From an optimization exercise on the open Yosys and OpenROAD flow, aimed at small area and a short achievable clock period; shortcuts taken in it are not production practice.
No run shown here included a check of the RTL's function; only the layout flow was run.
No activity file was given, so power comes from the tool's default toggle rates.

==> flow/design.v <==
module tod_core #(parameter TIME_WIDTH_SUB_NS=20, TIME_WIDTH_NS=32, TIME_WIDTH_SEC=48) (
    input clk,
    input rst_n,
    input set_init_time,  
    input set_offset_time,  
    input plus_offset_time,  
    input wire [TIME_WIDTH_SUB_NS-1:0] init_time_sub_ns,
    input wire [TIME_WIDTH_NS-1:0] init_time_ns,
    input wire [TIME_WIDTH_SEC-1:0] init_time_sec,
    input wire [TIME_WIDTH_SUB_NS-1:0] offset_time_sub_ns,
    input wire [TIME_WIDTH_NS-1:0] offset_time_ns,  
    input wire [TIME_WIDTH_SUB_NS-1:0] incr_time_sub_ns,
    input wire [TIME_WIDTH_NS-1:0] incr_time_ns,
    output reg [TIME_WIDTH_SUB_NS-1:0] time_sub_ns,
    output reg [TIME_WIDTH_NS-1:0] time_ns,
    output reg [TIME_WIDTH_SEC-1:0] time_sec
);
localparam W = TIME_WIDTH_SUB_NS + TIME_WIDTH_NS;    
localparam LW = TIME_WIDTH_SUB_NS + 9;                 
localparam HW = W - LW;                                
localparam [HW-1:0] KP = 23'd1953125;                  
localparam [HW-1:0] KM = -23'd1953125;
wire minus = set_offset_time & ~plus_offset_time;
wire [W-1:0] a = {time_ns, time_sub_ns};
wire [W-1:0] b = {incr_time_ns, incr_time_sub_ns};
wire [W-1:0] c = {W{set_offset_time}} & ({offset_time_ns, offset_time_sub_ns} ^ {W{minus}});
wire [W-1:0] x = a ^ b ^ c;
wire [W-1:0] y = {(a[W-2:0] & b[W-2:0]) | (a[W-2:0] & c[W-2:0]) | (b[W-2:0] & c[W-2:0]), 1'b0};
wire [LW-1:0] lo;
wire c9;
tod_add_lo u_lo (.a(x[LW-1:0]), .b(y[LW-1:0]), .cin(minus), .s(lo), .cout(c9));
wire [HW-1:0] xu = x[W-1:LW];
wire [HW-1:0] yu = y[W-1:LW];
wire low = minus & ({1'b0, time_ns[31:28]} + {1'b0, incr_time_ns[31:28]} <= {1'b0, offset_time_ns[31:28]});
wire [HW-1:0] ks = low ? KP : KM;         
wire [HW-1:0] xk = xu ^ yu ^ ks;
wire [HW-1:0] yk = {(xu[HW-2:0] & yu[HW-2:0]) | (xu[HW-2:0] & ks[HW-2:0]) | (yu[HW-2:0] & ks[HW-2:0]), 1'b0};
wire [HW-1:0] u0, uk;
wire co0, cok;
tod_add_hi u_h0 (.a(xu), .b(yu), .cin(c9), .s(u0), .cout(co0));
tod_add_hi u_hk (.a(xk), .b(yk), .cin(c9), .s(uk), .cout(cok));
wire sec_dec = low & u0[HW-1];            
wire sec_adv = ~low & ~uk[HW-1];          
wire [HW-1:0] ns_hi = (sec_dec | sec_adv) ? uk : u0;
wire [TIME_WIDTH_SEC-1:0] ones, zeros;
assign ones[0] = 1'b1;
assign zeros[0] = 1'b1;
genvar k;
generate for (k = 1; k < TIME_WIDTH_SEC; k = k + 1) begin : g_pre
    assign ones[k] = ones[k-1] & time_sec[k-1];
    assign zeros[k] = zeros[k-1] & ~time_sec[k-1];
end endgenerate
wire [TIME_WIDTH_SEC-1:0] sec_nxt = time_sec ^ (({TIME_WIDTH_SEC{sec_adv}} & ones) | ({TIME_WIDTH_SEC{sec_dec}} & zeros));
always @(posedge clk or negedge rst_n) begin
    if (!rst_n) begin
        time_sub_ns <= {TIME_WIDTH_SUB_NS{1'b0}};
        time_ns <= {TIME_WIDTH_NS{1'b0}};
        time_sec <= {TIME_WIDTH_SEC{1'b0}};
    end
    else if (set_init_time) begin
        time_sub_ns <= init_time_sub_ns;
        time_ns <= init_time_ns;
        time_sec <= init_time_sec;
    end
    else begin
        time_sub_ns <= lo[TIME_WIDTH_SUB_NS-1:0];
        time_ns <= {ns_hi, lo[LW-1:TIME_WIDTH_SUB_NS]};
        time_sec <= sec_nxt;
    end
end
endmodule
module tod_add_lo (input [28:0] a, input [28:0] b, input cin, output [28:0] s, output cout);
wire [29:0] g0 = {a & b, cin};
wire [29:0] p0 = {a ^ b, 1'b0};
wire g1_1 = g0[1] | (p0[1] & g0[0]);
wire p1_1 = p0[1] & p0[0];
wire g1_3 = g0[3] | (p0[3] & g0[2]);
wire p1_3 = p0[3] & p0[2];
wire g1_5 = g0[5] | (p0[5] & g0[4]);
wire p1_5 = p0[5] & p0[4];
wire g1_7 = g0[7] | (p0[7] & g0[6]);
wire p1_7 = p0[7] & p0[6];
wire g1_9 = g0[9] | (p0[9] & g0[8]);
wire p1_9 = p0[9] & p0[8];
wire g1_11 = g0[11] | (p0[11] & g0[10]);
wire p1_11 = p0[11] & p0[10];
wire g1_13 = g0[13] | (p0[13] & g0[12]);
wire p1_13 = p0[13] & p0[12];
wire g1_15 = g0[15] | (p0[15] & g0[14]);
wire p1_15 = p0[15] & p0[14];
wire g1_17 = g0[17] | (p0[17] & g0[16]);
wire p1_17 = p0[17] & p0[16];
wire g1_19 = g0[19] | (p0[19] & g0[18]);
wire p1_19 = p0[19] & p0[18];
wire g1_21 = g0[21] | (p0[21] & g0[20]);
wire p1_21 = p0[21] & p0[20];
wire g1_23 = g0[23] | (p0[23] & g0[22]);
wire p1_23 = p0[23] & p0[22];
wire g1_25 = g0[25] | (p0[25] & g0[24]);
wire p1_25 = p0[25] & p0[24];
wire g1_27 = g0[27] | (p0[27] & g0[26]);
wire p1_27 = p0[27] & p0[26];
wire g1_29 = g0[29] | (p0[29] & g0[28]);
wire p1_29 = p0[29] & p0[28];
wire g2_3 = g1_3 | (p1_3 & g1_1);
wire p2_3 = p1_3 & p1_1;
wire g2_7 = g1_7 | (p1_7 & g1_5);
wire p2_7 = p1_7 & p1_5;
wire g2_11 = g1_11 | (p1_11 & g1_9);
wire p2_11 = p1_11 & p1_9;
wire g2_15 = g1_15 | (p1_15 & g1_13);
wire p2_15 = p1_15 & p1_13;
wire g2_19 = g1_19 | (p1_19 & g1_17);
wire p2_19 = p1_19 & p1_17;
wire g2_23 = g1_23 | (p1_23 & g1_21);
wire p2_23 = p1_23 & p1_21;
wire g2_27 = g1_27 | (p1_27 & g1_25);
wire p2_27 = p1_27 & p1_25;
wire g3_7 = g2_7 | (p2_7 & g2_3);
wire p3_7 = p2_7 & p2_3;
wire g3_15 = g2_15 | (p2_15 & g2_11);
wire p3_15 = p2_15 & p2_11;
wire g3_23 = g2_23 | (p2_23 & g2_19);
wire p3_23 = p2_23 & p2_19;
wire g4_15 = g3_15 | (p3_15 & g3_7);
wire p4_15 = p3_15 & p3_7;
wire g5_23 = g3_23 | (p3_23 & g4_15);
wire p5_23 = p3_23 & p4_15;
wire g6_11 = g2_11 | (p2_11 & g3_7);
wire p6_11 = p2_11 & p3_7;
wire g6_19 = g2_19 | (p2_19 & g4_15);
wire p6_19 = p2_19 & p4_15;
wire g6_27 = g2_27 | (p2_27 & g5_23);
wire p6_27 = p2_27 & p5_23;
wire g7_5 = g1_5 | (p1_5 & g2_3);
wire p7_5 = p1_5 & p2_3;
wire g7_9 = g1_9 | (p1_9 & g3_7);
wire p7_9 = p1_9 & p3_7;
wire g7_13 = g1_13 | (p1_13 & g6_11);
wire p7_13 = p1_13 & p6_11;
wire g7_17 = g1_17 | (p1_17 & g4_15);
wire p7_17 = p1_17 & p4_15;
wire g7_21 = g1_21 | (p1_21 & g6_19);
wire p7_21 = p1_21 & p6_19;
wire g7_25 = g1_25 | (p1_25 & g5_23);
wire p7_25 = p1_25 & p5_23;
wire g7_29 = g1_29 | (p1_29 & g6_27);
wire p7_29 = p1_29 & p6_27;
wire g8_2 = g0[2] | (p0[2] & g1_1);
wire p8_2 = p0[2] & p1_1;
wire g8_4 = g0[4] | (p0[4] & g2_3);
wire p8_4 = p0[4] & p2_3;
wire g8_6 = g0[6] | (p0[6] & g7_5);
wire p8_6 = p0[6] & p7_5;
wire g8_8 = g0[8] | (p0[8] & g3_7);
wire p8_8 = p0[8] & p3_7;
wire g8_10 = g0[10] | (p0[10] & g7_9);
wire p8_10 = p0[10] & p7_9;
wire g8_12 = g0[12] | (p0[12] & g6_11);
wire p8_12 = p0[12] & p6_11;
wire g8_14 = g0[14] | (p0[14] & g7_13);
wire p8_14 = p0[14] & p7_13;
wire g8_16 = g0[16] | (p0[16] & g4_15);
wire p8_16 = p0[16] & p4_15;
wire g8_18 = g0[18] | (p0[18] & g7_17);
wire p8_18 = p0[18] & p7_17;
wire g8_20 = g0[20] | (p0[20] & g6_19);
wire p8_20 = p0[20] & p6_19;
wire g8_22 = g0[22] | (p0[22] & g7_21);
wire p8_22 = p0[22] & p7_21;
wire g8_24 = g0[24] | (p0[24] & g5_23);
wire p8_24 = p0[24] & p5_23;
wire g8_26 = g0[26] | (p0[26] & g7_25);
wire p8_26 = p0[26] & p7_25;
wire g8_28 = g0[28] | (p0[28] & g6_27);
wire p8_28 = p0[28] & p6_27;
wire [29:0] cy;
assign cy[0] = g0[0];
assign cy[1] = g1_1;
assign cy[2] = g8_2;
assign cy[3] = g2_3;
assign cy[4] = g8_4;
assign cy[5] = g7_5;
assign cy[6] = g8_6;
assign cy[7] = g3_7;
assign cy[8] = g8_8;
assign cy[9] = g7_9;
assign cy[10] = g8_10;
assign cy[11] = g6_11;
assign cy[12] = g8_12;
assign cy[13] = g7_13;
assign cy[14] = g8_14;
assign cy[15] = g4_15;
assign cy[16] = g8_16;
assign cy[17] = g7_17;
assign cy[18] = g8_18;
assign cy[19] = g6_19;
assign cy[20] = g8_20;
assign cy[21] = g7_21;
assign cy[22] = g8_22;
assign cy[23] = g5_23;
assign cy[24] = g8_24;
assign cy[25] = g7_25;
assign cy[26] = g8_26;
assign cy[27] = g6_27;
assign cy[28] = g8_28;
assign cy[29] = g7_29;
assign s = p0[29:1] ^ cy[28:0];
assign cout = cy[29];
endmodule
module tod_add_hi (input [22:0] a, input [22:0] b, input cin, output [22:0] s, output cout);
wire [22:0] g0 = a & b;
wire [22:0] p0 = a ^ b;
wire g1_1 = g0[1] | (p0[1] & g0[0]);
wire p1_1 = p0[1] & p0[0];
wire g1_3 = g0[3] | (p0[3] & g0[2]);
wire p1_3 = p0[3] & p0[2];
wire g1_5 = g0[5] | (p0[5] & g0[4]);
wire p1_5 = p0[5] & p0[4];
wire g1_7 = g0[7] | (p0[7] & g0[6]);
wire p1_7 = p0[7] & p0[6];
wire g1_9 = g0[9] | (p0[9] & g0[8]);
wire p1_9 = p0[9] & p0[8];
wire g1_11 = g0[11] | (p0[11] & g0[10]);
wire p1_11 = p0[11] & p0[10];
wire g1_13 = g0[13] | (p0[13] & g0[12]);
wire p1_13 = p0[13] & p0[12];
wire g1_15 = g0[15] | (p0[15] & g0[14]);
wire p1_15 = p0[15] & p0[14];
wire g1_17 = g0[17] | (p0[17] & g0[16]);
wire p1_17 = p0[17] & p0[16];
wire g1_19 = g0[19] | (p0[19] & g0[18]);
wire p1_19 = p0[19] & p0[18];
wire g1_21 = g0[21] | (p0[21] & g0[20]);
wire p1_21 = p0[21] & p0[20];
wire g2_2 = g0[2] | (p0[2] & g1_1);
wire p2_2 = p0[2] & p1_1;
wire g2_3 = g1_3 | (p1_3 & g1_1);
wire p2_3 = p1_3 & p1_1;
wire g2_6 = g0[6] | (p0[6] & g1_5);
wire p2_6 = p0[6] & p1_5;
wire g2_7 = g1_7 | (p1_7 & g1_5);
wire p2_7 = p1_7 & p1_5;
wire g2_10 = g0[10] | (p0[10] & g1_9);
wire p2_10 = p0[10] & p1_9;
wire g2_11 = g1_11 | (p1_11 & g1_9);
wire p2_11 = p1_11 & p1_9;
wire g2_14 = g0[14] | (p0[14] & g1_13);
wire p2_14 = p0[14] & p1_13;
wire g2_15 = g1_15 | (p1_15 & g1_13);
wire p2_15 = p1_15 & p1_13;
wire g2_18 = g0[18] | (p0[18] & g1_17);
wire p2_18 = p0[18] & p1_17;
wire g2_19 = g1_19 | (p1_19 & g1_17);
wire p2_19 = p1_19 & p1_17;
wire g2_22 = g0[22] | (p0[22] & g1_21);
wire p2_22 = p0[22] & p1_21;
wire g3_4 = g0[4] | (p0[4] & g2_3);
wire p3_4 = p0[4] & p2_3;
wire g3_5 = g1_5 | (p1_5 & g2_3);
wire p3_5 = p1_5 & p2_3;
wire g3_6 = g2_6 | (p2_6 & g2_3);
wire p3_6 = p2_6 & p2_3;
wire g3_7 = g2_7 | (p2_7 & g2_3);
wire p3_7 = p2_7 & p2_3;
wire g3_12 = g0[12] | (p0[12] & g2_11);
wire p3_12 = p0[12] & p2_11;
wire g3_13 = g1_13 | (p1_13 & g2_11);
wire p3_13 = p1_13 & p2_11;
wire g3_14 = g2_14 | (p2_14 & g2_11);
wire p3_14 = p2_14 & p2_11;
wire g3_15 = g2_15 | (p2_15 & g2_11);
wire p3_15 = p2_15 & p2_11;
wire g3_20 = g0[20] | (p0[20] & g2_19);
wire p3_20 = p0[20] & p2_19;
wire g3_21 = g1_21 | (p1_21 & g2_19);
wire p3_21 = p1_21 & p2_19;
wire g3_22 = g2_22 | (p2_22 & g2_19);
wire p3_22 = p2_22 & p2_19;
wire g4_8 = g0[8] | (p0[8] & g3_7);
wire p4_8 = p0[8] & p3_7;
wire g4_9 = g1_9 | (p1_9 & g3_7);
wire p4_9 = p1_9 & p3_7;
wire g4_10 = g2_10 | (p2_10 & g3_7);
wire p4_10 = p2_10 & p3_7;
wire g4_11 = g2_11 | (p2_11 & g3_7);
wire p4_11 = p2_11 & p3_7;
wire g4_12 = g3_12 | (p3_12 & g3_7);
wire p4_12 = p3_12 & p3_7;
wire g4_13 = g3_13 | (p3_13 & g3_7);
wire p4_13 = p3_13 & p3_7;
wire g4_14 = g3_14 | (p3_14 & g3_7);
wire p4_14 = p3_14 & p3_7;
wire g4_15 = g3_15 | (p3_15 & g3_7);
wire p4_15 = p3_15 & p3_7;
wire g5_16 = g0[16] | (p0[16] & g4_15);
wire p5_16 = p0[16] & p4_15;
wire g5_17 = g1_17 | (p1_17 & g4_15);
wire p5_17 = p1_17 & p4_15;
wire g5_18 = g2_18 | (p2_18 & g4_15);
wire p5_18 = p2_18 & p4_15;
wire g5_19 = g2_19 | (p2_19 & g4_15);
wire p5_19 = p2_19 & p4_15;
wire g5_20 = g3_20 | (p3_20 & g4_15);
wire p5_20 = p3_20 & p4_15;
wire g5_21 = g3_21 | (p3_21 & g4_15);
wire p5_21 = p3_21 & p4_15;
wire g5_22 = g3_22 | (p3_22 & g4_15);
wire p5_22 = p3_22 & p4_15;
wire [23:0] cy;
assign cy[0] = cin;
assign cy[1] = g0[0] | (p0[0] & cin);
assign cy[2] = g1_1 | (p1_1 & cin);
assign cy[3] = g2_2 | (p2_2 & cin);
assign cy[4] = g2_3 | (p2_3 & cin);
assign cy[5] = g3_4 | (p3_4 & cin);
assign cy[6] = g3_5 | (p3_5 & cin);
assign cy[7] = g3_6 | (p3_6 & cin);
assign cy[8] = g3_7 | (p3_7 & cin);
assign cy[9] = g4_8 | (p4_8 & cin);
assign cy[10] = g4_9 | (p4_9 & cin);
assign cy[11] = g4_10 | (p4_10 & cin);
assign cy[12] = g4_11 | (p4_11 & cin);
assign cy[13] = g4_12 | (p4_12 & cin);
assign cy[14] = g4_13 | (p4_13 & cin);
assign cy[15] = g4_14 | (p4_14 & cin);
assign cy[16] = g4_15 | (p4_15 & cin);
assign cy[17] = g5_16 | (p5_16 & cin);
assign cy[18] = g5_17 | (p5_17 & cin);
assign cy[19] = g5_18 | (p5_18 & cin);
assign cy[20] = g5_19 | (p5_19 & cin);
assign cy[21] = g5_20 | (p5_20 & cin);
assign cy[22] = g5_21 | (p5_21 & cin);
assign cy[23] = g5_22 | (p5_22 & cin);
assign s = p0 ^ cy[22:0];
assign cout = cy[23];
endmodule
==> flow/flow/run.sh <==
#!/bin/bash
# The standard layout (standard.sh), with three changes to how it is made:
# - synthesis maps all logic with flow/abc.script, an area-oriented ABC script (see flow/synth.tcl);
# - the port buffers use the smallest buffer cell instead of buffer_ports' default;
# - repair_timing works towards a setup slack of 10 ns at the design's clock period.
# The output of every step goes to standard.log here (ORFS's own per-step logs stay in orfs/logs).
set -euo pipefail
export FLOW_ABC_SCRIPT=$PWD/flow/abc.script
bash standard.sh SYNTH_SCRIPT=$PWD/flow/synth.tcl "BUFFER_PORTS_ARGS=-buffer_cell sky130_fd_sc_hd__buf_1" SETUP_SLACK_MARGIN=10 finish > standard.log 2>&1
==> flow/flow/abc.script <==
&get -n
&st
&dch
&nf -a
&put
==> flow/flow/synth.tcl <==
# synth_recipe.tcl (the standard synthesis) with two changes: ABC maps with
# flow/abc.script in place of ORFS's abc_speed.script, and full and half adders
# are not extracted into fa/ha cells first (ABC maps that logic with the rest).
# Everything else, including the register names and cells, is as in the
# standard synthesis.
proc synth {args} { yosys synth -nofsm -noshare {*}$args }
proc extract_fa {args} { }
proc abc {args} {
  set i [lsearch -exact $args -script]
  if { $i >= 0 } {
    set args [lreplace $args [expr {$i + 1}] [expr {$i + 1}] $::env(FLOW_ABC_SCRIPT)]
  }
  yosys abc {*}$args
}
source $::env(SCRIPTS_DIR)/synth.tcl
# left out here: clear keep_hierarchy, flatten, clean up, hide names made inside functions, write 1_2_yosys.v
==> flow/standard.sh <==
#!/bin/bash
# synth_recipe.tcl (not shown) runs the flow's synth.tcl, then flattens the netlist and writes it again
# the make line also repeats each setting of config.mk as NAME=value (left out here)
make -C /OpenROAD-flow-scripts/flow DESIGN_CONFIG=/design/flow/config.mk WORK_HOME=/design/flow/orfs CLKGATE_MAP_FILE= SYNTH_SCRIPT=/design/flow/synth_recipe.tcl "${@:-finish}"
==> flow/config.mk <==
export PLATFORM = sky130hd
export DESIGN_NAME = tod_core
export DESIGN_NICKNAME = tod_core
export VERILOG_FILES = /design/flow/design.v
export SDC_FILE = /design/flow/constraint.sdc
export NUM_CORES = 4
export LEC_CHECK = 0
export CAP_MARGIN = 20
export CORE_MARGIN = 2
export CORE_UTILIZATION = 40
export SLEW_MARGIN = 20
==> flow/constraint.sdc <==
create_clock -name core_clock -period 18.0 [get_ports {clk}]
set_input_delay 3.6000 -clock core_clock [delete_from_list [all_inputs] [get_ports {clk}]]
set_output_delay 3.6000 -clock core_clock [all_outputs]
set_load 0.01 [all_outputs]
==> reports/qor.yml, run 1 <==
slowest_stage: "or4b_4"
synth_fp_nets: 1646
post-route-period-util: 0.439
fin_area_mm2: 0.0137
ys_top_cells_by_count: "xnor2_1, nand2_1, o21ai_0, nor2_1, dfrtp_1"
row_count: 59
dpl_cell_area_mm2: 0.0125
hp-class: "reg2reg"
r2r_start: "time_sec[0]$_DFF_PN0_"
synth-async-reset-ratio: 1.00
grt_pass1_wl_um: 54400
fin_nets: 1998
drt-total-wl_um: 35300
dp_hpwl_um: 24600
grt_overflow: 0
post-route-min-period_ns: 7.91
fin_util: 0.526
yosysMostFrequentCell: "xnor2_1"
start_util: 0.407
required_ns: 18.21
power_uw: 3220
drive_above_1_share: 0.0808
cts-htree-levels: 3
cp-start-kind: "input pin"
ant_nets: 0
syn_avg_cell_area_um2: 7.38
cts_hold_buffers: 0
critical_path_class: "in2reg"
leakage_uw: 0.00495
synth_cell_types: 50
relSlewSlack: 0.361
worstHoldPathCells: 2
fp.dieH_um: 167
yosys_register_bits: 100
crit_path_max_fanout: 6
synth_area_mm2: 0.0106
drt_iter0_drc: 639
drc: 0
timing.setup.tns_ns: 0
root_buffer: "clkbuf_16"
vdd_drop_max_v: 0.000117
path_clk_slew_ns: 0.09
portBuffers: 308
wire_per_inst_um: 16.6
finalSetupViolCount: 0
hold_violations: 0
fmax_mhz: 126
drv_slew: 0
cts_tree: "done"
status: "finished clean"
yosys.area.top_type: "dfrtp_1"
hp-start: "time_sec[9]$_DFF_PN0_"
postSynthCellCount: 1437
synth-edff-count: 0
area_growth_pct: 29.4
drt_pre_antenna_iters: 5
grt_use_total: 0.238
yosysSeqAreaShare: 0.236
crit_path_cell_trace: "buf_8 -> xnor2_4 -> or2_1 -> maj3_2 -> maj3_2 -> o211ai_1 -> clkbuf_16 -> buf_12 -> xnor2_4 -> xnor2_2 -> or4b_4 -> or4_4 -> nor2_2 -> and3_1 -> a211o_1 -> xnor2_4 -> nand2_8 -> buf_12 -> o41ai_4 -> xnor2_1 -> o21ai_1"
maxCapViolations: 0
via_count: 11400
die-area_mm2: 0.0278
r2r_setup_slack_ns: 10.72
fin_skew_ns: 0.0178
grt_max_degree: 84
core_area_mm2: 0.0261
cts.sinks: 100
die_x_um: 167
yosys_warnings: 1
ioPinCount: 309
r2r_cells: 18
slowest_delay_ns: 0.57
path_buf_inv: 4
max_slew.worst_pin.slew_ns: 0.959
grt_setup_unrepaired: "yes"
hold_path_end: "time_sec[9]$_DFF_PN0_"
grt_antenna_before_repair: 6
clockBufferDepth: 2
cts-buffers-inserted: 9
power_density_mw_per_mm2: 235
grt_pass1_vias: 10800
crit_top_cell: "xnor2_4"
critPathTopFamily: "simple AND/OR/NAND/NOR gates"
fillers: 2589
gp_congestion: 0.828
worstPathArrival_ns: 8.12
clkLatencyLatePin_ns: 0.36
synth_top_area_frac: 0.236
synth_area_leaders: "dfrtp_1, xnor2_1, nand2_1, o21ai_0, xor2_1"
timing.rr.end: "time_sec[47]$_DFF_PN0_"
ys.flop_type: "dfrtp_1"
via_per_inst: 5.36
crit_path_end_kind: "flip-flop"
registers in the layout, summed over array words and instances (netlist names):
name,flops
time_sec,48
time_sub_ns,20
time_ns,32
per-layer routing:
layer | vias up | track usage | part of all wire
li1 | 5757 | - | -
met1 | 5292 | 0.322 | 0.46
met2 | 343 | 0.386 | 0.45
met3 | 33 | 0.0573 | 0.073
met4 | 8 | 0.0491 | 0.013
met5 | - | 0 | 0.0016
cells in the final DEF, fill, tap and decap left out, drive strengths merged, types with 16 or more instances in the layout:
master,count
buf,327
nand2,247
xnor2,247
o21ai,152
nor2,135
dfrtp,100
a21oi,81
xor2,75
clkinv,35
o21a,28
or2,27
nand2b,26
nor3,26
and2,22
nand3,22
nor4,22
o32ai,18
clkbuf,16
o31ai,16
a31oi,16
worst min-delay path, stage by stage, from the launching register on:
cell,delay (ns)
dfrtp_1,0.40
xnor2_1,0.13
o21ai_1,0.05
stage by stage:
| stage | hold slack, ns | worst slack, ns | instances |
|---|---|---|---|
| after detailed placement | 0.578 | 8.45 | 2087 |
| after global routing | 0.608 | 9.92 | 2131 |
| final | 0.607 | 10.09 | 2132 |
| after global placement | 0.575 | 8.55 | 2087 |
| after CTS | 0.589 | 9.99 | 2116 |
| after floorplan | 0.614 | 9.05 | 1437 |
power breakdown:
part,switching [uW],internal [uW]
logic,1530,1100
registers,94.6,302
clock network,107,98.2
total,1730,1500
logic make-up after synthesis:
| kind of cell | after synthesis | share of synthesized area |
|---|---|---|
| muxes | 3 | 0.00307 |
| adders and majority gates | 13 | 0.0123 |
| buffers and inverters | 32 | 0.0113 |
| DFF | 100 | 0.236 |
| and+or+nand+nor | 590 | 0.255 |
| xor gates and xnor gates | 322 | 0.266 |
| AOI/OAI and AO/OA | 377 | 0.216 |
worst max path at each step:
stage	start	end	slack, ns	cells past startpoint
floorplan	incr_time_ns[28]	time_ns[22]$_DFF_PN0_	9.05	16
global placement	plus_offset_time	time_ns[11]$_DFF_PN0_	8.55	20
detailed placement	plus_offset_time	time_sec[15]$_DFF_PN0_	8.45	20
CTS	incr_time_ns[28]	time_sec[21]$_DFF_PN0_	9.99	20
global route	incr_time_ns[28]	time_sec[21]$_DFF_PN0_	9.92	21
finish	incr_time_ns[28]	time_sec[21]$_DFF_PN0_	10.09	21
timing repair:
item,4_1_cts,5_1_grt
gates resized for setup,32,76
gates cloned,5,7
setup endpoints to repair,70,69
pin swaps,3,23
buffers inserted,8,6
layout make-up:
class,instances,area [um2],share of cell area
sequential,100,2500,0.182
clock inverter,7,66.3,0.00483
inverter,32,133,0.00967
clock buffer,9,225,0.0164
multi-input combinational,1312,8760,0.639
timing repair buffer,334,1600,0.117
antenna,3,7.51,0.000547
tap,335,419,0.0306
==> inputs of run 2 (changes only) <==
==> flow/flow/abc.script (replaced) <==
&get -n
&st
&dch -f
&nf -a
&put
==> run 2 against run 1 <==
Against the previous run: clock power grew 3%; critical path depth is the same; non-clock buffer count grew 2; first-iteration DRC count grew 8.9%; combinational power shrank 11%; flip-flop and latch count is the same; largest cell class unchanged; final cell count grew 0.94%; highest routed layer unchanged; register-to-register slack gained 0.39 ns; maximum frequency grew 2.1%; setup slack gained 0.17 ns; via count grew 1.8%; worst hold slack gained 0.0087 ns.
==> reports/qor.yml, run 2 <==
status: "finished clean"
fin_nets: 2019  # +1.1%
row_count: 59  # unchanged
finalSetupViolCount: 0  # unchanged
timing.setup.tns_ns: 0  # unchanged
via_count: 11600  # +1.8%
grt_setup_unrepaired: "no"
ys.flop_type: "dfrtp_1"
dp_hpwl_um: 25800  # +4.7%
leakage_uw: 0.00488  # -1.3%
hp-class: "reg2reg"
dpl_cell_area_mm2: 0.0123  # -1.8%
synth-async-reset-ratio: 1.00  # unchanged
drc: 0  # unchanged
largest-register: "time_sec"
hold_violations: 0  # unchanged
vdd_drop_max_v: 0.000177  # +51%
swShare: 0.542  # +0.00609
fin_skew_ns: 0.0188  # +0.000963 ns
path_clk_slew_ns: 0.09  # about the same
cts-buffers-inserted: 9  # unchanged
yosysMostFrequentCell: "nand2_1"
power_uw: 2910  # -9.6%
met3_usage: 0.0625  # +0.00523
yosysSeqAreaShare: 0.235  # -0.000611
crit_path_max_fanout: 20  # +14
relSlewSlack: 0.340  # -0.0210
portBuffers: 308  # unchanged
yosys_register_bits: 100  # unchanged
synth_area_mm2: 0.0106  # +0.26%
worstPathArrival_ns: 7.97  # -0.15 ns
fp.dieH_um: 167  # +0.13%
multi_input_area_mm2: 0.00847  # -3.3%
syn_avg_cell_area_um2: 7.30  # -0.98%
clockBufferDepth: 2  # unchanged
fillers: 2665  # +2.9%
max_slew.worst_pin.slew_ns: 0.990  # +0.0315 ns
p_int_uw: 1330  # -11%
numPlacedInstances: 2103  # +0.77%
wire_per_inst_um: 16.9  # +2.1%
drive_above_1_share: 0.0645  # -0.0164
post-route-min-period_ns: 7.74  # -0.166 ns
via_per_inst: 5.41  # +0.86%
synth-edff-count: 0  # unchanged
die-area_mm2: 0.0279  # +0.25%
yosys.area.top_type: "dfrtp_1"
cts_tree: "done"
cp-start-kind: "input pin"
largest_reg_flops: 48  # unchanged
grt_antenna_before_repair: 4  # -2
grt_max_degree: 71  # -15%
drv_slew: 0  # unchanged
crit_path_end_kind: "flip-flop"
fin_util: 0.512  # -0.0147
start_util: 0.408  # +0.00106
p_sw_uw: 1580  # -8.6%
synth_cell_types: 54  # +8.0%
seq_power_share: 0.133  # +0.010
synth_top_area_frac: 0.235  # -0.000611
fin_area_mm2: 0.0133  # -2.8%
pwr-share-comb: 0.794  # -0.019
postSynthCellCount: 1455  # +1.3%
gp_congestion: 0.889  # +7.4%
drt_pre_antenna_iters: 5  # unchanged
final_common_cell: "buf_1"
ant_nets: 0  # unchanged
maxCapViolations: 0  # unchanged
seq_area_mm2: 0.00250  # unchanged
required_ns: 18.23  # +0.02 ns
root_buffer: "clkbuf_16"
drt-total-wl_um: 36400  # +3.1%
use_met1: 0.304  # -0.0176
power_density_mw_per_mm2: 219  # -7.0%
grtUsageMet2: 0.413  # +0.0267
grt_use_total: 0.242  # +0.00484
synth_area_leaders: "dfrtp_1, xnor2_1, nand2_1, o21ai_0, xor2_1"
fmax_mhz: 129  # +2.1%
grt_pass1_wl_um: 55200  # +1.3%
grt_pass1_vias: 11000  # +2.0%
grt_overflow: 0  # unchanged
core_area_mm2: 0.0261  # unchanged
stdcell_count: 2152  # +0.94%
cts-htree-levels: 3  # unchanged
area_growth_pct: 25.5
yosys_warnings: 1  # unchanged
die_x_um: 167  # +0.13%
ioPinCount: 309  # unchanged
drt_iter0_drc: 696  # +8.9%
synth_fp_nets: 1664  # +1.1%
pwr-share-clk: 0.072  # +0.008
ys_top_cells_by_count: "nand2_1, xnor2_1, o21ai_0, nor2_1, dfrtp_1"
critical_path_class: "in2reg"
biggestRegsByFlops: "time_sec (48), time_ns (32), time_sub_ns (20)"
cts.sinks: 100  # unchanged
clkLatencyLatePin_ns: 0.37  # about the same
top_usage_layer: "met2"
layout_common_cells: "buf_1, nand2_1, xnor2_1"
cts_hold_buffers: 0  # unchanged
post-route-period-util: 0.430  # -0.00921
## run 2: cell types whose count changed after synthesis, moves of 16 or more
cell and change:
nand2b_1 +17, o21ai_0 +22, nor2_1 -26, o21a_1 -16
nand2_1 +20, xnor2_1 -18
## run 2: critical path, stage by stage
cell      delay (ns)
buf_8           0.22
buf_16          0.23
xnor2_1         0.16
nand2_1         0.09
xnor2_1         0.28
xnor2_1         0.22
o311ai_0        0.22
a21oi_1         0.28
o21ai_4         0.14
a31o_1          0.23
a21o_1          0.22
a21oi_4         0.21
o211ai_1        0.11
buf_4           0.17
a31oi_1         0.25
xor2_2          0.19
or2_2           0.41
or3_1           0.40
o41ai_2         0.07
xnor2_1         0.15
o21ai_0         0.08
## run 2: stage by stage
stage / setup WS (ns) / hold slack [ns]
6_report: 10.26 / 0.616
5_1_grt: 9.96 / 0.641
4_1_cts: 10.02 / 0.618
3_5_place_dp: 8.08 / 0.602
3_3_place_gp: 8.28 / 0.588
2_1_floorplan: 10.06 / 0.614
## run 2: cell type report
type	count	share of cell area
Tap cell	335	0.0314
Multi-Input combinational cell	1328	0.635
Clock buffer	9	0.0169
Inverter	35	0.0101
Sequential cell	100	0.188
Timing Repair Buffer	336	0.112
Clock inverter	7	0.00572
Antenna cell	2	0.000375
## run 2: path summary, 6_finish.rpt
| path | start | endpoint | slack (ns) | depth (start not counted) |
|---|---|---|---|---|
| worst max-delay path | plus_offset_time | time_sec[21]$_DFF_PN0_ | 10.26 | 21 |
| worst min-delay path | time_sec[40]$_DFF_PN0_ | time_sec[40]$_DFF_PN0_ | 0.62 | 2 |
| worst max register to register | time_sec[0]$_DFF_PN0_ | time_sec[47]$_DFF_PN0_ | 11.11 | 18 |
| worst min register to register | time_sec[40]$_DFF_PN0_ | time_sec[40]$_DFF_PN0_ | 0.62 | 2 |
| max in group asynchronous | rst_n | time_sub_ns[5]$_DFF_PN0_ | 13.37 | 2 |
| min in group asynchronous | rst_n | time_ns[26]$_DFF_PN0_ | 3.24 | 1 |
## run 2: per-layer routing
layer | wire [um] | up-vias
met4 | 721 | 4
met2 | 17300 | 333
met1 | 15700 | 5395
met5 | 27 | -
met3 | 2650 | 44
li1 | - | 5863
## run 2: kinds of logic after synthesis
logic type,synth area share
AOI/OAI and AO/OA,0.227
xor gates and xnor gates,0.243
adders and majority gates,0.00848
buffers and inverters,0.0124
DFF,0.235
muxes,0.00200
and+or+nand+nor,0.272
## run 2: power groups by stage
stage          Combinational, uW  Sequential (uW)  Clock (uW)
6_report                    2320              388         211
5_1_grt                     2540              400         224
4_1_cts                     2120              385         216
3_5_place_dp                1930              389           0
3_3_place_gp                1910              387           0
2_1_floorplan               1440              408           0
## run 2: timing repair
item,CTS,global route
cloned,5,5
gates resized for setup,32,62
setup endpoints to repair,71,70
pin swaps,7,10
setup buffers,11,10
endpoints found under the hold margin,0,0
==> inputs of run 3 (changes only) <==
--- a/flow/design.v
+++ b/flow/design.v
@@ -33,3 +33,3 @@
 wire [HW-1:0] yu = y[W-1:LW];
-wire low = minus & ({1'b0, time_ns[31:28]} + {1'b0, incr_time_ns[31:28]} <= {1'b0, offset_time_ns[31:28]});
+wire low = minus & ({1'b0, time_ns[29:28]} + {1'b0, incr_time_ns[29:28]} <= {1'b0, offset_time_ns[29:28]});
 wire [HW-1:0] ks = low ? KP : KM;         
@@ -52,3 +52,10 @@
 end endgenerate
-wire [TIME_WIDTH_SEC-1:0] sec_nxt = time_sec ^ (({TIME_WIDTH_SEC{sec_adv}} & ones) | ({TIME_WIDTH_SEC{sec_dec}} & zeros));
+wire ld = set_init_time;
+wire adv_n = sec_adv & ~ld;
+wire dec_n = sec_dec & ~ld;
+wire [TIME_WIDTH_SEC-1:0] sec_q = ld ? init_time_sec : time_sec;
+wire [TIME_WIDTH_SEC-1:0] sec_nxt = sec_q ^ (({TIME_WIDTH_SEC{adv_n}} & ones) | ({TIME_WIDTH_SEC{dec_n}} & zeros));
+wire use_k = (sec_dec | sec_adv) & ~ld;
+wire use_0 = ~(sec_dec | sec_adv) & ~ld;
+wire [HW-1:0] ns_hi_nxt = ({HW{use_k}} & uk) | ({HW{use_0}} & u0) | ({HW{ld}} & init_time_ns[TIME_WIDTH_NS-1:9]);
 always @(posedge clk or negedge rst_n) begin
@@ -59,10 +66,5 @@
     end
-    else if (set_init_time) begin
-        time_sub_ns <= init_time_sub_ns;
-        time_ns <= init_time_ns;
-        time_sec <= init_time_sec;
-    end
     else begin
-        time_sub_ns <= lo[TIME_WIDTH_SUB_NS-1:0];
-        time_ns <= {ns_hi, lo[LW-1:TIME_WIDTH_SUB_NS]};
+        time_sub_ns <= ld ? init_time_sub_ns : lo[TIME_WIDTH_SUB_NS-1:0];
+        time_ns <= {ns_hi_nxt, ld ? init_time_ns[8:0] : lo[LW-1:TIME_WIDTH_SUB_NS]};
         time_sec <= sec_nxt;
--- a/flow/config.mk
+++ b/flow/config.mk
@@ -9,3 +9,4 @@
 export CORE_MARGIN = 2
-export CORE_UTILIZATION = 40
+export CORE_UTILIZATION = 55
+export CTS_BUF_LIST = sky130_fd_sc_hd__clkbuf_4 sky130_fd_sc_hd__clkbuf_8
 export SLEW_MARGIN = 20
==> run 3 against run 2 <==
Against the previous run: still clean; maximum frequency decreased by 0.58%; combinational power decreased by 24%; flip-flop and latch count is the same; total power shrank 21%; area after synthesis down 0.20%; core utilization up 17 points; critical path depth shrank 2; clock power down 28%; wire length down 17%.
==> reports/qor.yml, run 3 <==
via_per_inst: 5.57  # +2.9%
largest-register: "time_sec"
grt_setup_unrepaired: "yes"
cp-start-kind: "input pin"
fin_area_mm2: 0.0128  # -4.2%
biggestRegsByFlops: "time_sec (48), time_ns (32), time_sub_ns (20)"
area_growth_pct: 20.4
power_uw: 2300  # -21%
synth_area_leaders: "dfrtp_1, xnor2_1, xor2_1, nand2_1, o21ai_0"
leakage_uw: 0.00480  # -1.8%
cts_hold_buffers: 0  # unchanged
dpl_cell_area_mm2: 0.0123  # about the same
fin_nets: 1911  # -5.3%
power_density_mw_per_mm2: 180  # -18%
grt_antenna_before_repair: 0  # -4
timing.setup.tns_ns: 0  # unchanged
drc: 0  # unchanged
drt-total-wl_um: 30200  # -17%
yosysMostFrequentCell: "nand2_1"
yosys_register_bits: 100  # unchanged
p_sw_uw: 1220  # -23%
largest_reg_flops: 48  # unchanged
post-route-period-util: 0.433  # +0.00251
syn_avg_cell_area_um2: 7.77  # +6.4%
fin_ws_ns: 10.21  # -0.0451 ns
dr_wl_met2_um: 14500  # -16%
timing.rr.end: "time_sec[46]$_DFF_PN0_"
dp_hpwl_um: 22000  # -15%
cts_tree: "done"
layout_common_cells: "buf_1, nand2_1, xnor2_1"
synth_top_area_frac: 0.236  # +0.000472
grt_use_total: 0.284  # +0.0412
start_util: 0.563  # +0.155
ant_nets: 0  # unchanged
status: "finished clean"
synth_fp_nets: 1574  # -5.4%
wl_met3_um: 2000  # -25%
yosys.area.top_type: "dfrtp_1"
gp_congestion: 0.883  # -0.68%
place_ws_ns: 8.48  # +0.397 ns
maxCapViolations: 0  # unchanged
via_count: 10900  # -5.9%
critPathLaunch: "plus_offset_time"
portBuffers: 308  # unchanged
drv_slew: 0  # unchanged
pwr-share-comb: 0.763  # -0.031
vdd_drop_max_v: 0.000115  # -35%
root_buffer: "clkbuf_8"
drt_pre_antenna_iters: 5  # unchanged
stdcell_count: 1967  # -8.6%
synth_cell_types: 51  # -5.6%
ys.flop_type: "dfrtp_1"
fp.dieH_um: 143  # -14%
worstPathArrival_ns: 8.07  # +0.10 ns
cts-buffers-inserted: 9  # unchanged
wire_per_inst_um: 15.3  # -9.3%
max_slew.worst_pin.slew_ns: 0.899  # -0.0916 ns
synth-edff-count: 0  # unchanged
seq_power_share: 0.171  # +0.038
die-area_mm2: 0.0204  # -27%
yosys_warnings: 1  # unchanged
top_layer_used: "met4"
cts.sinks: 100  # unchanged
antenna_cells: 0  # -2
synth-async-reset-ratio: 1.00  # unchanged
yosysSeqAreaShare: 0.236  # +0.000472
synth_area_mm2: 0.0106  # -0.20%
fmax_mhz: 128  # -0.58%
r2r_start: "time_sec[0]$_DFF_PN0_"
numPlacedInstances: 1941  # -7.7%
cts-htree-levels: 3  # unchanged
postSynthCellCount: 1365  # -6.2%
path_clk_slew_ns: 0.12  # +0.03 ns
grt_pass1_wl_um: 46900  # -15%
r2r_setup_slack_ns: 10.55  # -0.56 ns
clockBufferDepth: 2  # unchanged
die_x_um: 143  # -14%
core_area_mm2: 0.0188  # -28%
drt_iter0_drc: 606  # -13%
finalSetupViolCount: 0  # unchanged
required_ns: 18.29  # +0.06 ns
hold_violations: 0  # unchanged
hp-class: "reg2reg"
drive_above_1_share: 0.0416  # -0.0229
critical_path_class: "in2reg"
ys_top_cells_by_count: "nand2_1, xnor2_1, o21ai_0, xor2_1, dfrtp_1"
pwr-share-clk: 0.066  # -0.006
ioPinCount: 309  # unchanged
relSlewSlack: 0.401  # +0.0611
final_common_cell: "buf_1"
r2r_cells: 17  # -1
m1WireLength_um: 13200  # -16%
crit_path_max_fanout: 27  # +35%
post-route-min-period_ns: 7.79  # +0.0451 ns
row_count: 50  # -15%
crit_path_end_kind: "flip-flop"
swShare: 0.530  # -0.0123
clkLatencyLatePin_ns: 0.39  # +0.02 ns
p_int_uw: 1080  # -19%
grt_overflow: 0  # unchanged
fin_skew_ns: 0.0178  # -0.00103 ns
grt_pass1_vias: 10100  # -8.3%
worstSetupEndpoint: "time_sec[15]$_DFF_PN0_"
grt_max_degree: 78  # +9.9%
run 3: metal layers:
metal	track usage	vias to the layer above
met1	0.357	4995
li1	-	5605
met4	0.0834	0
met5	0	-
met2	0.499	317
met3	0.0480	31
run 3: kinds of logic (layout without fill, tap and decap cells):
family | Yosys count | count (layout) | synth area share
buffers and inverters | 27 | 367 | 0.00956
and+or+nand+nor | 545 | 547 | 0.257
adders and majority gates | 11 | 11 | 0.0104
muxes | 49 | 49 | 0.0462
AOI/OAI and AO/OA | 353 | 353 | 0.208
xor gates and xnor gates | 280 | 280 | 0.233
DFF | 100 | 100 | 0.236
run 3: power groups by stage:
stage / Sequential, uW / Clock [uW] / Combinational [uW]
after global routing: 404 / 163 / 1940
after global placement: 394 / 0 / 1630
after floorplan: 415 / 0 / 1240
after detailed placement: 395 / 0 / 1640
final: 393 / 152 / 1760
after CTS: 392 / 155 / 1680
run 3: worst max-delay path, cell delays in order:
cell and delay, ns:
clkbuf_4 0.16, buf_16 0.21, xnor2_2 0.21, a21oi_1 0.11, nand3b_1 0.21, maj3_1 0.41
maj3_1 0.44, o21ai_2 0.24, a21oi_2 0.15, o21ai_2 0.19, a21oi_1 0.15, o31a_4 0.46
o311ai_4 0.34, xnor2_2 0.22, nor2_4 0.24, nand2_4 0.16, nor3_1 0.29, a41oi_2 0.07
xor2_1 0.18
run 3: what timing repair did:
action	in CTS	in global routing
gates resized for setup	20	18
pin swaps	2	6
gates cloned	2	1
setup endpoints to repair	71	70
setup buffers	1	6
run 3: worst min-delay path by stage:
stage,start,endpoint,cells after the start
final,time_sec[39]$_DFF_PN0_,time_sec[39]$_DFF_PN0_,2
after global routing,time_sec[9]$_DFF_PN0_,time_sec[9]$_DFF_PN0_,2
after CTS,time_sec[39]$_DFF_PN0_,time_sec[39]$_DFF_PN0_,2
after detailed placement,time_sec[9]$_DFF_PN0_,time_sec[9]$_DFF_PN0_,2
after global placement,time_sec[39]$_DFF_PN0_,time_sec[39]$_DFF_PN0_,2
after floorplan,time_sec[47]$_DFF_PN0_,time_sec[47]$_DFF_PN0_,2
run 3: final cells by class:
| type | count | area (um2) |
|---|---|---|
| Clock inverter | 6 | 51.3 |
| Tap cell | 260 | 325 |
| Sequential cell | 100 | 2500 |
| Fill cell | 1736 | 6060 |
| Timing Repair Buffer | 324 | 1380 |
| Multi-Input combinational cell | 1240 | 8270 |
| Clock buffer | 10 | 138 |
| Inverter | 27 | 101 |
run 3: per-stage QoR:
| step | hold slack [ns] | utilization |
|---|---|---|
| finish | 0.627 | 0.678 |
| CTS | 0.632 | 0.670 |
| floorplan | 0.637 | - |
| global route | 0.668 | 0.678 |
| detailed placement | 0.613 | 0.652 |
| global placement | 0.592 | 0.652 |
==> inputs of run 4 (changes only) <==
--- a/flow/design.v
+++ b/flow/design.v
@@ -33,13 +33,14 @@
 wire [HW-1:0] yu = y[W-1:LW];
-wire low = minus & ({1'b0, time_ns[29:28]} + {1'b0, incr_time_ns[29:28]} <= {1'b0, offset_time_ns[29:28]});
-wire [HW-1:0] ks = low ? KP : KM;         
-wire [HW-1:0] xk = xu ^ yu ^ ks;
-wire [HW-1:0] yk = {(xu[HW-2:0] & yu[HW-2:0]) | (xu[HW-2:0] & ks[HW-2:0]) | (yu[HW-2:0] & ks[HW-2:0]), 1'b0};
-wire [HW-1:0] u0, uk;
-wire co0, cok;
+wire [HW-1:0] xp = xu ^ yu ^ KP;
+wire [HW-1:0] yp = {(xu[HW-2:0] & yu[HW-2:0]) | (xu[HW-2:0] & KP[HW-2:0]) | (yu[HW-2:0] & KP[HW-2:0]), 1'b0};
+wire [HW-1:0] xm = xu ^ yu ^ KM;
+wire [HW-1:0] ym = {(xu[HW-2:0] & yu[HW-2:0]) | (xu[HW-2:0] & KM[HW-2:0]) | (yu[HW-2:0] & KM[HW-2:0]), 1'b0};
+wire [HW-1:0] u0, up, um;
+wire co0, cop, com;
 tod_add_hi u_h0 (.a(xu), .b(yu), .cin(c9), .s(u0), .cout(co0));
-tod_add_hi u_hk (.a(xk), .b(yk), .cin(c9), .s(uk), .cout(cok));
-wire sec_dec = low & u0[HW-1];            
-wire sec_adv = ~low & ~uk[HW-1];          
-wire [HW-1:0] ns_hi = (sec_dec | sec_adv) ? uk : u0;
+tod_add_hi u_hp (.a(xp), .b(yp), .cin(c9), .s(up), .cout(cop));
+tod_add_hi u_hm (.a(xm), .b(ym), .cin(c9), .s(um), .cout(com));
+wire sec_dec = u0[HW-1];                  
+wire sec_adv = ~um[HW-1] & ~sec_dec;      
+wire [HW-1:0] ns_hi = sec_dec ? up : (sec_adv ? um : u0);
 wire [TIME_WIDTH_SEC-1:0] ones, zeros;
@@ -57,5 +58,6 @@
 wire [TIME_WIDTH_SEC-1:0] sec_nxt = sec_q ^ (({TIME_WIDTH_SEC{adv_n}} & ones) | ({TIME_WIDTH_SEC{dec_n}} & zeros));
-wire use_k = (sec_dec | sec_adv) & ~ld;
-wire use_0 = ~(sec_dec | sec_adv) & ~ld;
-wire [HW-1:0] ns_hi_nxt = ({HW{use_k}} & uk) | ({HW{use_0}} & u0) | ({HW{ld}} & init_time_ns[TIME_WIDTH_NS-1:9]);
+wire use_p = sec_dec & ~ld;
+wire use_m = sec_adv & ~ld;
+wire use_0 = ~sec_dec & ~sec_adv & ~ld;
+wire [HW-1:0] ns_hi_nxt = ({HW{use_p}} & up) | ({HW{use_m}} & um) | ({HW{use_0}} & u0) | ({HW{ld}} & init_time_ns[TIME_WIDTH_NS-1:9]);
 always @(posedge clk or negedge rst_n) begin
==> flow/flow/abc.script (replaced) <==
&get -n
&st
&dch
&nf -a
&put
--- a/flow/config.mk
+++ b/flow/config.mk
@@ -9,3 +9,3 @@
 export CORE_MARGIN = 2
-export CORE_UTILIZATION = 55
+export CORE_UTILIZATION = 40
 export CTS_BUF_LIST = sky130_fd_sc_hd__clkbuf_4 sky130_fd_sc_hd__clkbuf_8
==> run 4 against run 3 <==
Against the previous run: final cell count up 7.9%; global-route usage down 4.6 points; clock skew shrank 0.0012 ns; first-iteration DRC count decreased by 17%; via count increased by 6.2%; flip-flop and latch count unchanged; count of clock-buffer cells in the layout unchanged; register-to-register slack improved by 0.69 ns; combinational power grew about 20%; maximum frequency rose by 0.39%; highest routed layer is now met5.
==> reports/qor.yml, run 4 <==
fin_skew_ns: 0.0166  # -0.00122 ns
worstHoldPathCells: 2  # unchanged
start_util: 0.408  # -0.155
cts.sinks: 100  # unchanged
largest_reg_flops: 48  # unchanged
cts-htree-levels: 3  # unchanged
cp-start-kind: "input pin"
r2r_start: "time_sec[0]$_DFF_PN0_"
clockBufferDepth: 2  # unchanged
finalSetupViolCount: 0  # unchanged
worstSetupPathDepth: 19  # unchanged
cts_hold_buffers: 0  # unchanged
path_clk_slew_ns: 0.11  # about the same
slowest_delay_ns: 0.49  # +0.03 ns
synth_area_mm2: 0.0110  # +4.1%
drt-total-wl_um: 36100  # +20%
final_common_cell: "buf_1"
drt_pre_antenna_iters: 6  # +1
required_ns: 18.28  # about the same
drt_iter0_drc: 504  # -17%
cts_tree: "done"
worstPathArrival_ns: 8.03  # -0.04 ns
timing.setup.tns_ns: 0  # unchanged
clkLatencyLatePin_ns: 0.40  # about the same
drive_above_1_share: 0.0399  # -0.00173
vdd_drop_max_v: 0.0000889  # -23%
ys.flop_type: "dfrtp_1"
seq_area_mm2: 0.00250  # unchanged
crit_path_max_fanout: 14  # -48%
yosysMostFrequentCell: "xnor2_1"
hp-start: "time_sec[47]$_DFF_PN0_"
grt_antenna_before_repair: 3  # +3
status: "finished clean"
syn_avg_cell_area_um2: 7.70  # -0.87%
fillers: 2786  # +60%
r2r_cells: 17  # unchanged
portBuffers: 308  # unchanged
via_count: 11600  # +6.2%
fp.dieH_um: 170  # +19%
synth-async-reset-ratio: 1.00  # unchanged
ant_nets: 0  # unchanged
ioPinCount: 309  # unchanged
path_buf_inv: 4  # +2
multi_input_area_mm2: 0.00858  # +3.7%
largest-register: "time_sec"
synth_cell_types: 55  # +7.8%
critPathLaunch: "plus_offset_time"
grt_setup_unrepaired: "no"
postSynthCellCount: 1433  # +5.0%
relSlewSlack: 0.451  # +0.0507
grt_max_degree: 95  # +22%
via_per_inst: 5.47  # -1.6%
power_density_mw_per_mm2: 202  # +12%
crit_path_cell_trace: "clkbuf_4 -> buf_16 -> xnor2_1 -> nand3_1 -> and3b_1 -> maj3_1 -> a21oi_1 -> o21a_1 -> o21a_1 -> o21ai_2 -> a21oi_1 -> o31ai_2 -> buf_2 -> a21oi_1 -> clkinv_1 -> a21oi_1 -> xor2_1 -> o22ai_1 -> a221o_1"
yosys_register_bits: 100  # unchanged
fmax_mhz: 129  # +0.39%
cts-buffers-inserted: 9  # unchanged
gp_congestion: 0.893  # +1.1%
root_buffer: "clkbuf_8"
core_area_mm2: 0.0270  # +44%
post-route-period-util: 0.431  # -0.00167
area_growth_pct: 20.3
critPathTopFamily: "compound AO/OA/AOI/OAI gates"
synth_area_leaders: "dfrtp_1, xnor2_1, xor2_1, nand2_1, nor2_1"
leakage_uw: 0.00487  # +1.5%
post-route-min-period_ns: 7.76  # -0.0301 ns
synth_fp_nets: 1642  # +4.3%
critical_path_class: "in2reg"
synth_top_area_frac: 0.227  # -0.00923
die-area_mm2: 0.0289  # +42%
grt_pass1_wl_um: 55500  # +18%
max_slew.worst_pin.slew_ns: 0.823  # -0.0760 ns
hold_violations: 0  # unchanged
grt_overflow: 0  # unchanged
biggestRegsByFlops: "time_sec (48), time_ns (32), time_sub_ns (20)"
row_count: 60  # +20%
slowest_stage: "a21oi_1"
grt_use_total: 0.238  # -0.0458
yosys.area.top_type: "dfrtp_1"
hp-class: "reg2reg"
power_uw: 2670  # +16%
synth-edff-count: 0  # unchanged
crit_top_cell: "a21oi_1"
die_x_um: 170  # +19%
maxCapViolations: 0  # unchanged
ys_top_cells_by_count: "xnor2_1, nand2_1, nor2_1, xor2_1, dfrtp_1"
drc: 0  # unchanged
grt_pass1_vias: 11200  # +11%
fin_nets: 1985  # +3.9%
wire_per_inst_um: 17.0  # +11%
dp_hpwl_um: 26300  # +20%
yosysSeqAreaShare: 0.227  # -0.00923
drv_slew: 0  # unchanged
crit_path_end_kind: "flip-flop"
yosys_warnings: 1  # unchanged
layout_common_cells: "buf_1, xnor2_1, nand2_1"
## run 4: changes by cell type after synthesis, moves of 12 or more
cell      change
a22oi_1      -26
nand2_1      +12
nand3_1      +12
nor2_1       +34
o211ai_1     +15
o21ai_0      -18
xnor2_1      +36
## run 4: cell families (layout without fill, tap and decap cells)
family                     after synthesis  count (layout)  synth area share
buffers and inverters                   36             382            0.0122
muxes                                   49              49            0.0445
DFF                                    100             100             0.227
and+or+nand+nor                        564             566             0.245
AOI/OAI and AO/OA                      342             342             0.198
other                                    0               1                 0
adders and majority gates               19              19            0.0172
xor gates and xnor gates               323             323             0.256
## run 4: what timing repair did
action / CTS / global route
cloned: 1 / 4
hold endpoints to repair: 0 / 0
setup buffers: 4 / 5
endpoints found under the setup margin: 71 / 70
resized for setup: 18 / 31
pin swaps: 1 / 6
## run 4: report_power, final
part / internal [uW] / total [uW] / switching (uW) / leakage [uW]
logic: 850 / 2120 / 1270 / 0.00359
clock network: 67.5 / 163 / 95.8 / 0.0000945
registers: 307 / 396 / 89.1 / 0.00118
total: 1220 / 2670 / 1450 / 0.00487
## run 4: cell type report
type,count,share of cell area
clock buffers,10,0.00990
diodes,1,0.000189
repair buffers,330,0.107
clock inverters,6,0.00547
multi-input cells,1299,0.647
well taps,341,0.0321
flip-flops and latches,100,0.189
inverters,36,0.0105
## run 4: worst register-to-register path, delay by kind of cell (launching register included)
kind,cells,cell delay [ns]
xor gates and xnor gates,1,0.17
and+or+nand+nor,15,5.91
AOI/OAI and AO/OA,1,0.09
DFF,1,0.49
## run 4: metal layers
| metal | global-route usage | share of wire | vias up |
|---|---|---|---|
| met5 | 0 | 0.00036 | - |
| met4 | 0.0598 | 0.014 | 2 |
| met3 | 0.0577 | 0.078 | 33 |
| met2 | 0.418 | 0.47 | 372 |
| met1 | 0.291 | 0.44 | 5415 |
| li1 | - | - | 5800 |
## run 4: metrics by stage
stage	hold slack, ns	utilization	cells	setup slack [ns]	area (um2)
2_1_floorplan	0.637	-	1433	9.99	11100
3_5_place_dp	0.600	0.471	2092	8.46	12700
3_3_place_gp	0.598	0.471	2092	8.62	12700
4_1_cts	0.630	0.483	2113	9.94	13100
5_1_grt	0.668	0.491	2122	9.97	13300
6_report	0.622	0.491	2123	10.24	13300
## run 4: worst paths after layout
check | endpoint | slack (ns)
max | time_ns[19]$_DFF_PN0_ | 10.24
min | time_sec[47]$_DFF_PN0_ | 0.62
max reg2reg | time_sec[47]$_DFF_PN0_ | 11.24
min reg2reg | time_sec[47]$_DFF_PN0_ | 0.62
max in group asynchronous | time_sub_ns[0]$_DFF_PN0_ | 13.44
min in group asynchronous | time_sec[39]$_DFF_PN0_ | 3.25

==> re-timing with driven ports <==
No port has a modelled driver above. Below, the same layouts with a new extraction and two added sets of constraints.
Step 1, drivers: a clkbuf_16 drives clk and a buf_2 each remaining input, both assumed.
Step 2 times the ports against the registers' clock, not the clock port: input delays grow and output delays shrink by t, the midpoint of the rising clock arrivals with the driver on.
Slacks: no drivers / after step 1 / after step 2; pairs: no drivers / after step 1.
run	t, ns	slack for setup (ns)	worst hold slack (ns)	clock arrival spread, ns	worst slew at a driven data input, ns
run 1	0.398	10.094 / 10.085 / 9.687	0.607 / 0.607 / 0.607	0.018 / 0.017	0.10
run 2	0.404	10.259 / 10.254 / 9.850	0.616 / 0.616 / 0.616	0.019 / 0.019	0.10
run 3	0.430	10.214 / 10.235 / 9.804	0.627 / 0.627 / 0.627	0.018 / 0.017	0.07
run 4	0.434	10.244 / 10.268 / 9.834	0.622 / 0.622 / 0.622	0.016 / 0.016	0.08
After both steps every run listed still meets setup and hold.
